This is an optimization exercise on Yosys and OpenROAD, whose aim is small area and a short achievable clock period, not a production implementation.
Function was checked by simulation only, so behaviour that the tests miss may differ from the original.
Power is estimated from default activity; no workload was simulated.

**design/flow/design.v**
```verilog
module main_decoder(
    input [31:0] instr,
    output [6:0] opcode,
    output [4:0] rd,
    output [4:0] rs1,
    output [4:0] rs2,
    output [2:0] funct3,
    output [6:0] funct7,
    output [11:0] imm_I,
    output [11:0] imm_S,
    output [11:0] imm_B,
    output [19:0] imm_U,
    output [19:0] imm_J);
    assign opcode = instr[6:0];
    assign rd = instr[11:7];
    assign rs1 = instr[19:15];
    assign rs2 = instr[24:20];
    assign funct3 = instr[14:12];
    assign funct7 = instr[31:25];
    assign imm_I = instr[31:20];
    assign imm_S = {instr[31:25], instr[11:7]};
    assign imm_B = {instr[31], instr[7], instr[30:25], instr[11:8]};
    assign imm_U = instr[31:12];
    assign imm_J = {instr[31], instr[19:12], instr[20], instr[30:21]};
endmodule
module alu_decoder(
    input [6:0] opcode,
    input [2:0] funct3,
    input [6:0] funct7,
    output [3:0] alu_ctrl);
parameter I_INSTR = 7'b0010011;
parameter R_INSTR = 7'b0110011;
parameter B_INSTR = 7'b1100011;
parameter LUI_INSTR = 7'b0110111;
parameter AUIPC_INSTR = 7'b0010111;
parameter JAL_INSTR = 7'b1101111;
parameter JALR_INSTR = 7'b1100111;
parameter ADD_SUB = 3'b000;
parameter SLL     = 3'b001;
parameter SLT     = 3'b010;
parameter SLTU    = 3'b011;
parameter XOR     = 3'b100;
parameter SRL_SRA = 3'b101;
parameter OR      = 3'b110;
parameter AND     = 3'b111;
parameter ALU_ADD = 4'b0000;
parameter ALU_SUB = 4'b0001;
parameter ALU_SLL = 4'b0010;
parameter ALU_SLT = 4'b0011;
parameter ALU_SLTU = 4'b0100;
parameter ALU_XOR = 4'b0101;
parameter ALU_SRL = 4'b0110;
parameter ALU_SRA = 4'b0111;
parameter ALU_OR = 4'b1000;
parameter ALU_AND = 4'b1001;
parameter BEQ = 3'b000;
parameter BNE = 3'b001;
parameter BLT = 3'b100;
parameter BGE = 3'b101;
parameter BLTU = 3'b110;
parameter BGEU = 3'b111;
parameter ALU_BEQ = 4'b0001;
parameter ALU_BNE = 4'b0001;
parameter ALU_BLT = 4'b0011;
parameter ALU_BGE = 4'b0011;
parameter ALU_BLTU = 4'b0100;
parameter ALU_BGEU = 4'b0100;
parameter ALU_LUI = 4'b1010;
parameter ALU_AUIPC = 4'b0000;
parameter ALU_JAL = 4'b0000;
parameter ALU_JALR = 4'b0000;
    assign alu_ctrl = alu_decode(opcode, funct3, funct7);
    function [3:0] alu_decode(input [6:0] opcode,
                                  input [2:0] funct3,
                                  input [6:0] funct7);
        begin
            alu_decode = ALU_ADD;
            case(opcode)
                I_INSTR: begin
                    case(funct3)
                        ADD_SUB: alu_decode = ALU_ADD;
                        SLT : alu_decode = ALU_SLT;
                        SLTU: alu_decode = ALU_SLTU;
                        XOR : alu_decode = ALU_XOR;
                        OR  : alu_decode = ALU_OR;
                        AND : alu_decode = ALU_AND;
                        SLL : alu_decode = ALU_SLL;
                        SRL_SRA : begin
                            case(funct7)
                                7'b0000000: alu_decode = ALU_SRL;
                                7'b0100000: alu_decode = ALU_SRA;
                            endcase
                        end
                    endcase
                end
                R_INSTR: begin
                    case(funct3)
                        ADD_SUB: begin
                            case(funct7)
                                7'b0000000: alu_decode = ALU_ADD;
                                7'b0100000: alu_decode = ALU_SUB;
                            endcase
                        end
                        SLL: alu_decode = ALU_SLL;
                        SLT: alu_decode = ALU_SLT;
                        SLTU: alu_decode = ALU_SLTU;
                        XOR: alu_decode = ALU_XOR;
                        SRL_SRA: begin
                            case(funct7)
                                7'b0000000: alu_decode = ALU_SRL;
                                7'b0100000: alu_decode = ALU_SRA;
                            endcase
                        end
                        OR: alu_decode = ALU_OR;
                        AND: alu_decode = ALU_AND;
                    endcase
                end
                B_INSTR: begin
                    case(funct3)
                        BEQ: alu_decode = ALU_BEQ;
                        BNE: alu_decode = ALU_BNE;
                        BLT: alu_decode = ALU_BLT;
                        BGE: alu_decode = ALU_BGE;
                        BLTU: alu_decode = ALU_BLTU;
                        BGEU: alu_decode = ALU_BGEU;
                    endcase
                end
                LUI_INSTR: alu_decode = ALU_LUI; 
                AUIPC_INSTR: alu_decode = ALU_AUIPC;
                JAL_INSTR: alu_decode = ALU_JAL;
                JALR_INSTR: alu_decode = ALU_JALR;
            endcase
        end
    endfunction
endmodule
module main_controller(
    input [6:0] opcode,
    input [2:0] funct3,
    input [6:0] funct7,
    output reg_w_en,         
    output dmem_w_en,        
    output store_load_sel,   
    output [1:0] reg_w_sel,  
    output rs2_imm_sel,      
    output [1:0] imm_sel,    
    output rs1_pc_sel,       
    output jump_en,          
    output csr_w_en,         
    output ret,              
    output wfi);             
    assign {reg_w_en, dmem_w_en, store_load_sel, reg_w_sel, rs2_imm_sel, imm_sel, rs1_pc_sel, jump_en, csr_w_en, ret, wfi} = control(opcode, funct3, funct7);
    function [12:0] control(input [6:0] opcode, input [2:0] funct3, input [6:0] funct7);
        begin
            control = 13'b0;
            case(opcode)
                7'b0000011: control = 13'b101_00_0_01_00000;   
                7'b0100011: control = 13'b010_00_0_01_00000;   
                7'b0110011: control = 13'b100_01_0_01_00000;   
                7'b0010011: control = 13'b100_01_1_01_00000;   
                7'b1100011: control = 13'b000_00_0_01_00000;   
                7'b0110111: control = 13'b100_01_1_00_00000;   
                7'b0010111: control = 13'b100_01_1_00_10000;   
                7'b1101111: control = 13'b100_10_1_10_11000;   
                7'b1100111: control = 13'b100_10_1_01_01000;   
                7'b1110011: begin
                    case(funct3)
                        3'b000:  begin
                            case(funct7)
                            7'b0011000: control = 13'b000_00_0_00_00010;  
                            7'b0001000: control = 13'b000_00_0_00_00001;
                            endcase
                        end
                        default: control = 13'b100_11_0_11_00100;   
                    endcase
                end   
            endcase
        end
    endfunction
endmodule
module alu(
    input [3:0] alu_ctrl,
    input [31:0] data_x,
    input [31:0] data_y,
    output [31:0] alu_out);
parameter ALU_ADD = 4'b0000;
parameter ALU_SUB = 4'b0001;
parameter ALU_SLL = 4'b0010;
parameter ALU_SLT = 4'b0011;
parameter ALU_SLTU = 4'b0100;
parameter ALU_XOR = 4'b0101;
parameter ALU_SRL = 4'b0110;
parameter ALU_SRA = 4'b0111;
parameter ALU_OR = 4'b1000;
parameter ALU_AND = 4'b1001;
parameter ALU_LUI = 4'b1010;
    assign alu_out = alu_exec(data_x, data_y, alu_ctrl);
    function [31:0] alu_exec(input [31:0] data_x, 
                             input [31:0] data_y, 
                             input [3:0] alu_ctrl);
        begin
            alu_exec = 32'h00000000;
            case(alu_ctrl)
                ALU_ADD : alu_exec = data_x + data_y;
                ALU_SUB : alu_exec = data_x - data_y;
                ALU_SLL : alu_exec = data_x << data_y[4:0];
                ALU_SLT : alu_exec = $signed(data_x) < $signed(data_y);
                ALU_SLTU: alu_exec = data_x < data_y;
                ALU_XOR : alu_exec = data_x ^ data_y;
                ALU_SRL : alu_exec = data_x >> data_y[4:0];
                ALU_SRA : alu_exec = $signed(data_x) >>> data_y[4:0];
                ALU_OR  : alu_exec = data_x | data_y;
                ALU_AND : alu_exec = data_x & data_y;
                ALU_LUI : alu_exec = data_y;
            endcase
        end
    endfunction
endmodule
module branch_controller(
    input [6:0] opcode,
    input [2:0] funct3,
    input [31:0] alu_out,
    output branch_ctrl);
parameter BEQ = 3'b000;
parameter BNE = 3'b001;
parameter BLT = 3'b100;
parameter BGE = 3'b101;
parameter BLTU = 3'b110;
parameter BGEU = 3'b111;
    assign branch_ctrl = branch_control(opcode, funct3, alu_out);
    function branch_control(input [6:0] opcode, input [2:0] funct3, input [31:0] alu_out);
        begin
            branch_control = 1'b0;
            case(opcode)
                7'b1100011:begin
                    case(funct3)
                        BEQ: branch_control = ~|alu_out;
                        BNE: branch_control = |alu_out;
                        BLT: branch_control = alu_out[0];
                        BGE: branch_control = ~alu_out[0];
                        BLTU: branch_control = alu_out[0];
                        BGEU: branch_control = ~alu_out[0];
                    endcase
                end
                default: branch_control = 1'b0;
            endcase
        end
    endfunction
endmodule
module regfile(
    input [4:0] rd_addr,
    input [4:0] rs1_addr,
    input [4:0] rs2_addr,
    input [31:0] w_data,
    input w_en,
    output [31:0] rs1_data,
    output [31:0] rs2_data,
    input clock);
    reg [31:0] register[0:31];
    assign rs1_data = (rs1_addr == 5'd0) ? 32'h0000_0000 : register[rs1_addr];
    assign rs2_data = (rs2_addr == 5'd0) ? 32'h0000_0000 : register[rs2_addr];
    always @(posedge clock) begin
        if(w_en == 1 && rd_addr != 32'h0000_0000) begin
            register[rd_addr] <= w_data;
        end else begin
            register[rd_addr] <= register[rd_addr];
        end
    end
endmodule
module csr_controller(input [2:0] funct3,
                      input [31:0] csr_r_data,
                      input [31:0] zimm,
                      input [31:0] rs1_data,
                      output [31:0] csr_w_data);
    assign csr_w_data = csr_wd_gen(funct3, csr_r_data, zimm, rs1_data);
    function [31:0] csr_wd_gen(input [2:0] funct3,
                               input [31:0] csr_r_data,
                               input [31:0] zimm,
                               input [31:0] rs1_data);
        begin
            case(funct3)
                3'b001: csr_wd_gen = rs1_data;      
                3'b010: csr_wd_gen = csr_r_data | rs1_data;  
                3'b011: csr_wd_gen = csr_r_data & (~rs1_data);  
                3'b101: csr_wd_gen = zimm;  
                3'b110: csr_wd_gen = csr_r_data | zimm;  
                3'b111: csr_wd_gen = csr_r_data & (~zimm);   
                default: csr_wd_gen = 32'h00000000;
            endcase
        end
    endfunction
endmodule
module csr_regfile(
    input [11:0] csr_addr,
    input [31:0] csr_w_data,
    input [31:0] pc,
    input csr_w_en,
    output [31:0] csr_r_data,
    output reg [31:0] mtvec,
    output reg [31:0] mepc,
    output reg [31:0] mie,
    input int_req,
    input ret,
    input reset,
    input clock);
parameter MSTATUS   = 12'h300;
parameter MIE       = 12'h304;
parameter MTVEC     = 12'h305;
parameter MSCRATCH  = 12'h340;
parameter MEPC      = 12'h341;
parameter MCAUSE    = 12'h342;
parameter MTVAL     = 12'h343;
parameter MIP       = 12'h344;
    reg [31:0] mstatus;
    reg [31:0] mcause, mtval, mip, mscratch;
    assign csr_r_data = (csr_addr == MSTATUS)   ? mstatus
                      : (csr_addr == MIE)       ? mie
                      : (csr_addr == MTVEC)     ? mtvec
                      : (csr_addr == MSCRATCH)  ? mscratch
                      : (csr_addr == MEPC)      ? mepc
                      : (csr_addr == MCAUSE)    ? mcause
                      : (csr_addr == MTVAL)     ? mtval
                      : 32'h00000000;
    always @(posedge clock) begin
        if(csr_w_en) begin
            case(csr_addr)
                MSCRATCH: mscratch <= csr_w_data;
            endcase
        end
        if(reset) begin
            mstatus <= 32'h00000008;
        end else if(ret) begin
            mstatus <= 32'h00000008;
        end else if(mstatus[3] && mie[11] && int_req) begin
            mstatus <= 32'h00000000;
        end else begin
            mstatus <= mstatus;
        end
        if(reset) begin
            mie <= 32'h00000800;
        end else if(ret) begin
            mie <= 32'h00000800;
        end else if(mstatus[3] && mie[11] && int_req) begin   
            mie <= 32'h00000000;
        end else begin
            mie <= mie;
        end
        if(mstatus[3] && mie[11] && int_req) begin
            mcause <= 32'h8000000b;
        end
        if(reset) begin
            mtvec <= 32'h00000500;
        end else if(mstatus[3] && mie[11] && int_req) begin
            mtvec <= 32'h00000500;
        end else begin
            mtvec <= 32'h00000500;
        end
        if(mstatus[3] && mie[11] && int_req) begin
            mtval <= 32'h0000000f;
        end else begin
            mtval <= mtval;
        end
        if(mstatus[3] && mie[11] && int_req) begin
            mepc <= pc;
        end else begin
            mepc <= mepc;
        end
    end
endmodule
module cpu(
    output reg [31:0] pc,
    input [31:0] instr,
    output [31:0] dmem_rw_addr,
    output [31:0] rs2_data,
    output dmem_w_en,
    output [2:0] funct3,
    input [31:0] dmem_r_data,
    input int_req,
    input clock,
    output reg_w_en,
    input reset
);
    wire [31:0] _pc;
    wire [31:0] load_addr;
    wire [31:0] store_addr;
    wire store_load_sel;     
    wire [4:0] rd_addr;
    wire [4:0] rs1_addr;
    wire [4:0] rs2_addr;
    wire [31:0] rs1_data;
    wire [31:0] reg_w_data;
    wire [1:0] reg_w_sel;       
    wire [11:0] imm_I;
    wire [11:0] offset_s;
    wire [6:0] funct7;
    wire [6:0] opcode;
    wire [3:0] alu_ctrl;
    wire [31:0] alu_out;
    wire [31:0] alu_data_y;
    wire [31:0] alu_data_x;
    wire rs2_imm_sel;    
    wire [31:0] imm_I_data;
    wire [11:0] imm_B;
    wire branch_ctrl;  
    wire [19:0] imm_U;
    wire [31:0] imm_U_data;
    wire [1:0] imm_sel;    
    wire rs1_pc_sel;     
    wire [19:0] imm_J;
    wire [31:0] imm_J_data;
    wire [31:0] imm_data;
    wire jump_en;    
    wire [31:0] csr_w_data;
    wire csr_w_en;
    wire [31:0] csr_r_data;
    wire ret;
    wire wfi;
    main_decoder main_dec(.instr(instr),
                          .opcode(opcode),
                          .rd(rd_addr), 
                          .rs1(rs1_addr),
                          .rs2(rs2_addr),
                          .funct3(funct3),
                          .funct7(funct7),
                          .imm_I(imm_I),
                          .imm_S(offset_s),
                          .imm_B(imm_B),
                          .imm_U(imm_U),
                          .imm_J(imm_J));
    alu_decoder alu_dec(.opcode(opcode),
                        .funct3(funct3),
                        .funct7(funct7),
                        .alu_ctrl(alu_ctrl));
    main_controller main_controller(.opcode(opcode),
                                    .funct3(funct3),
                                    .funct7(funct7),
                                    .reg_w_en(reg_w_en),
                                    .dmem_w_en(dmem_w_en),
                                    .store_load_sel(store_load_sel),
                                    .reg_w_sel(reg_w_sel),
                                    .rs2_imm_sel(rs2_imm_sel),
                                    .imm_sel(imm_sel),
                                    .rs1_pc_sel(rs1_pc_sel),
                                    .jump_en(jump_en),
                                    .csr_w_en(csr_w_en),
                                    .ret(ret),
                                    .wfi(wfi));
    assign imm_I_data = (funct3 == 3'b001 || funct3 == 3'b101) ? {27'h0, imm_I[4:0]}
                                                           : imm_I[11] ? {20'hfffff, imm_I} 
                                                                       : {20'h00000, imm_I};    
    assign imm_U_data = {imm_U, 12'h000};
    assign imm_J_data = imm_J[19] ? {8'hff, 3'b111, imm_J, 1'b0} : {11'b0, imm_J, 1'b0};
    assign imm_data = (imm_sel == 2'b01) ? imm_I_data 
                    : (imm_sel == 2'b00) ? imm_U_data
                    : (imm_sel == 2'b10) ? imm_J_data 
                    : (imm_sel == 2'b11) ? {24'h000000, 3'b000, rs1_addr}
                    : 32'h00000000;
    assign alu_data_x = rs1_pc_sel ? pc : rs1_data;
    assign alu_data_y = rs2_imm_sel ? imm_data : rs2_data; 
    alu alu(.alu_ctrl(alu_ctrl),
            .data_x(alu_data_x),
            .data_y(alu_data_y),
            .alu_out(alu_out));
    assign reg_w_data = (reg_w_sel == 2'b00) ? dmem_r_data
                      : (reg_w_sel == 2'b01) ? alu_out
                      : (reg_w_sel == 2'b10) ? pc + 4 
                      : (reg_w_sel == 2'b11) ? csr_r_data
                      : 32'h00000000;
    regfile regfile(.rd_addr(rd_addr),
                    .rs1_addr(rs1_addr),
                    .rs2_addr(rs2_addr),
                    .w_data(reg_w_data),
                    .w_en(reg_w_en),
                    .rs1_data(rs1_data),
                    .rs2_data(rs2_data),
                    .clock(clock));
    csr_controller csr_controller(.funct3(funct3),
                                  .csr_r_data(csr_r_data),
                                  .zimm(imm_data),
                                  .rs1_data(rs1_data),
                                  .csr_w_data(csr_w_data));
    wire [31:0] csr_ro_data;
    wire [11:0] csr_ro_addr;
    wire [31:0] mtvec;
    wire [31:0] mepc;
    wire [31:0] mie;
    csr_regfile csr_regfile(.csr_addr(imm_I),
                            .csr_w_data(csr_w_data),
                            .csr_w_en(csr_w_en),
                            .pc(_pc),
                            .csr_r_data(csr_r_data),
                            .mtvec(mtvec),
                            .mepc(mepc),
                            .mie(mie),
                            .int_req(|int_req),
                            .ret(ret),
                            .reset(reset),
                            .clock(clock));
    assign load_addr = rs1_data + {imm_I[11] ? 20'hfffff : 20'h00000, imm_I};
    assign store_addr = rs1_data + {offset_s[11] ? 20'hfffff : 20'h00000, offset_s};
    assign dmem_rw_addr = store_load_sel ? load_addr : store_addr;
    branch_controller branch_controller(.opcode(opcode),
                                        .funct3(funct3),
                                        .alu_out(alu_out),
                                        .branch_ctrl(branch_ctrl));
    assign _pc = (branch_ctrl) ? pc + {imm_B[11] ? {16'hffff, 3'b111} : {16'h0000, 3'b000}, imm_B, 1'b0}
               : (jump_en) ? {alu_out[31:1], 1'b0}
               : pc + 4;
    always @(posedge clock) begin
        if(reset) begin
            pc <= 32'h00000000;
        end else if(int_req && mie[11]) begin
            pc <= mtvec;
        end else if(wfi) begin
            pc <= pc;
        end else if(ret) begin
            pc <= mepc;
        end else if(branch_ctrl) begin
            pc <= pc + {imm_B[11] ? {16'hffff, 3'b111} : {16'h0000, 3'b000}, imm_B, 1'b0};
		  end else if(jump_en) begin				
            pc <= {alu_out[31:1], 1'b0};
        end else begin
            pc <= pc + 4;
        end
    end
endmodule
```
**design/flow/run.sh**
```bash
#!/bin/bash
# synth_recipe.tcl (not shown) runs the flow's synth.tcl, then flattens the netlist and writes it again
# the make line also repeats each setting of config.mk as NAME=value (left out here)
make -C /OpenROAD-flow-scripts/flow DESIGN_CONFIG=/design/flow/config.mk WORK_HOME=/design/flow/orfs CLKGATE_MAP_FILE= SYNTH_SCRIPT=/design/flow/synth_recipe.tcl finish
```
**design/flow/config.mk**
```make
export PLATFORM = sky130hd
export DESIGN_NAME = cpu
export DESIGN_NICKNAME = cpu
export VERILOG_FILES = /design/flow/design.v
export SDC_FILE = /design/flow/constraint.sdc
export NUM_CORES = 4
export LEC_CHECK = 0
export CAP_MARGIN = 20
export CORE_MARGIN = 2
export CORE_UTILIZATION = 40
export SLEW_MARGIN = 20
```
**design/flow/constraint.sdc**
```tcl
create_clock -name core_clock -period 15.0 [get_ports {clock}]
set_input_delay 3.0000 -clock core_clock [delete_from_list [all_inputs] [get_ports {clock}]]
set_output_delay 3.0000 -clock core_clock [all_outputs]
set_load 0.01 [all_outputs]
```
==> run notes <==
-- registers in the layout, indices dropped and copies added, names as in the netlist --
signal	cells
pc	32
regfile.register	1024
csr_regfile.mepc	32
csr_regfile.mscratch	32
csr_regfile.mie	1
-- layout make-up --
class                      count  area share, %
multi-input combinational   3489           42.9
clock inverter                78           1.08
sequential                  1121           43.3
antenna                        6         0.0195
timing repair buffer         387           4.44
clock buffer                 141           3.95
inverter                     148          0.728
tap                         2218           3.60
-- stage by stage --
step	worst slack [ns]	total power, uW	cell area, um^2	hold slack [ns]	utilization, %
floorplan	2.34	4770	68400	0.459	-
global placement	1.34	5670	73000	0.500	43.1
detailed placement	1.33	5670	73100	0.516	43.1
CTS	1.32	8590	76900	0.538	45.4
global route	0.875	8840	77000	0.596	45.4
finish	1.13	8640	77000	0.550	45.4
-- path summary, 6_finish.rpt --
check | slack (ns) | end | cells past startpoint | start
worst min register to register | 0.55 | pc[0]$_SDFFE_PP0N_ | 2 | csr_regfile.mepc[0]$_DFFE_PP_
worst min-delay path | 0.55 | pc[0]$_SDFFE_PP0N_ | 2 | csr_regfile.mepc[0]$_DFFE_PP_
worst max register to register | 6.38 | pc[31]$_SDFFE_PP0N_ | 25 | regfile.register[10][3]$_DFFE_PP_
worst max-delay path | 1.13 | dmem_rw_addr[30] | 25 | instr[18]
-- power groups by stage --
| stage | logic (uW) | clock network [uW] | registers [uW] |
|---|---|---|---|
| 6_report | 2200 | 2960 | 3490 |
| 5_1_grt | 2260 | 3100 | 3490 |
| 3_5_place_dp | 2110 | 0 | 3550 |
| 4_1_cts | 2120 | 2980 | 3490 |
| 3_3_place_gp | 2120 | 0 | 3550 |
| 2_1_floorplan | 1220 | 0 | 3550 |
-- cells in the mapped netlist, types with 44 or more instances --
cell type  instances
a211oi_1          77
a21oi_1          251
a22o_1            72
a22oi_1           88
and3_1            48
buf_2             78
clkbuf_1         209
edfxtp_1        1088
ha_1             159
inv_1            131
mux2_2            44
mux2i_1          366
mux4_2           497
nand2_1          286
nand3_1           87
nor2_1           313
nor3_1            73
o211ai_1          73
o21a_1            52
o21ai_0          154
o22ai_1           45
xnor2_1           58
-- logic make-up (layout without fill, tap and decap cells) --
| kind of cell | after synthesis | after routing |
|---|---|---|
| fa+ha+maj | 163 | 163 |
| simple gates | 1050 | 1050 |
| compound gates | 1222 | 1222 |
| other cells | 1 | 38 |
| mux | 924 | 924 |
| buf+inv | 541 | 754 |
| flops | 1121 | 1121 |
| xor+xnor | 98 | 98 |
-- critical path: cells and delay by family --
| kind | cells | cell delay, ns |
|---|---|---|
| and+or+nand+nor | 4 | 0.70 |
| AOI/OAI and AO/OA | 16 | 5.01 |
| adders and majority gates | 1 | 0.34 |
| buffers and inverters | 4 | 1.75 |
-- per-layer routing --
| metal | vias to the layer above | GRT usage, % |
|---|---|---|
| li1 | 21063 | - |
| met1 | 26700 | 41.9 |
| met2 | 3704 | 50.5 |
| met3 | 859 | 7.99 |
| met4 | 14 | 22.9 |
| met5 | - | 0 |
==> impl_metrics.py <==
metrics = {
    "status": {
        "status": "finished clean",
    },
    "grt": {
        "grt.total_usage_pct": 33.2,
        "grt_pass1_vias": 49804,
        "overflow": 0,
        "antenna_found_initial": 27,
        "grt_max_degree": 82,
        "grt_pass1_wl_mm": 404,
    },
    "floorplan": {
        "coreArea_um2": 169000,
        "row_count": 151,
        "die_width_um": 417,
        "die_area_um2": 174000,
        "pin_count": 168,
        "die_h_um": 417,
        "start_util_pct": 40.3,
    },
    "yosys": {
        "synth_top_cell_by_area": "edfxtp_1",
        "synth_edf_count": 1088,
        "synthArstFlopShare_pct": 0,
        "synth_adder_area_share_pct": 3.03,
        "netlist_instances": 5120,
        "seq_area_frac_synth_pct": 48.8,
        "synth_top_family_by_area": "multiplexers",
        "ys_ff_latch": 1121,
        "synthesis.area_um2": 68200,
        "synthMuxAreaShare_pct": 22.8,
        "synth-main-ff-cell": "edfxtp_1",
        "synthSimpleGateAreaFrac_pct": 7.34,
        "synth_xor_area_share_pct": 1.26,
        "synth.area.top_cells": "edfxtp_1 (48%), mux4_2 (16%), mux2i_1 (5.4%)",
        "synth.distinct_cells": 111,
        "postSynthAreaPerCell_um2": 13.3,
        "synth_top_cell_area_share_pct": 47.9,
        "yosys_warnings": 8,
        "synth_compound_area_share_pct": 13.0,
    },
    "detailed_routing": {
        "wl_per_cell_um": 38.8,
        "via_per_inst": 6.90,
        "wl_met2_mm": 131,
        "detail-route-antenna-nets": 0,
        "drcViolationCount": 0,
        "met1_length_mm": 107,
        "top_layer": "met5",
        "dr_wl_met3_mm": 32.5,
        "drtIter0Drc": 8165,
        "wl_mm": 294,
        "first_pass_iters": 6,
        "vias": 52340,
    },
    "finish": {
        "multi_input_area_um2": 33000,
        "drive_above_1_share_pct": 20.9,
        "fillers": 14979,
        "area_delta_synth_final_pct": 12.8,
        "seq_area_um2": 33300,
        "nets": 5495,
        "fin_cells": 7588,
        "final_common_cell": "edfxtp_1",
        "most-common-layout-cells": "edfxtp_1 (1088), mux4_2 (497), mux2i_1 (366), nand2_1 (286), nor2_1 (281)",
    },
    "sta": {
        "setup_viol": 0,
        "slew_viol_final": 0,
        "fin_crit_ns": 13.87,
        "finalHoldViolations": 0,
        "finClkSkew_ns": 0.0926,
        "setup_tns_ns": 0,
        "rsz0062_at_grt": "false",
        "min_period_over_period_pct": 92.5,
        "maxSlewHeadroom_pct": 13.1,
        "fmax_ghz": 0.0721,
        "worst_slew_pin_slew_ns": 1.30,
    },
    "placement": {
        "dp_hpwl_mm": 200,
        "gp_congestion": 1.04,
        "port-buffer-count": 167,
        "dp.cells": 7360,
    },
    "hold_path": {
        "holdCritPathClass": "reg2reg",
    },
    "power_and_ir_drop": {
        "ir_drop_v": 0.000114,
        "internal_power_uw": 5880,
        "swShare_pct": 32.0,
        "pwr-share-comb_pct": 25.4,
        "p_clk_share_pct": 34.2,
        "cellLeakagePower_uw": 0.0265,
        "switchingPower_uw": 2760,
        "powerDensity_nw_per_um2": 112,
        "seq_power_share_pct": 40.4,
    },
    "run": {
        "drv_cap": 0,
    },
    "cts": {
        "holdBufCountCts": 0,
        "root_buffer": "clkbuf_16",
        "cts_setup_buffers": 0,
        "worstSkewPairLatency_ns": 0.79,
        "cts-resized-gates": 0,
        "clkSinkCount": 1121,
        "htree_levels": 3,
        "clockBufferDepth": 3,
        "clk_pin_slew_ns": 0.06,
        "cts_made_buffers": 118,
        "cts_tree": "built",
    },
    "worst_setup_path": {
        "crit_path_max_fanout": 28,
        "slowest_delay_ns": 0.76,
        "critPathMostFrequentCell": "o21ai_0",
        "cp_data_arrival_time_ns": 10.87,
        "cp-start-kind": "input pin",
        "crit_required_ns": 12.00,
        "cpMaxStageDelayCell": "a21boi_0",
        "path_class": "in2out",
        "worst_setup_path_end_kind": "primary output",
    },
}

## separate check: timing with driven ports
The results above use ideal ports. As a check the final layout listed here was re-extracted and re-timed, cells and wires unchanged. Step 1 (the two cells are an assumption about what drives the block):
set clk [get_ports {clock}]
set_driving_cell -lib_cell sky130_fd_sc_hd__clkbuf_16 $clk
set_driving_cell -lib_cell sky130_fd_sc_hd__buf_2 [delete_from_list [all_inputs] $clk]
Step 2, shift: input delay + t, output delay - t, t = (earliest + latest rising clock arrival at the registers) / 2. This alone moves slack from input paths to output paths. Slacks: ideal / step 1 / step 2; pairs: ideal / step 1.
t (ns): 0.834
setup slack, ns: 1.129 / 1.102 / 1.102
worst setup path at the end: input to output
After both steps setup and hold are still met in this run. The setup slack of this run moves by -0.027 ns with the drivers and by -0.027 ns with both steps.
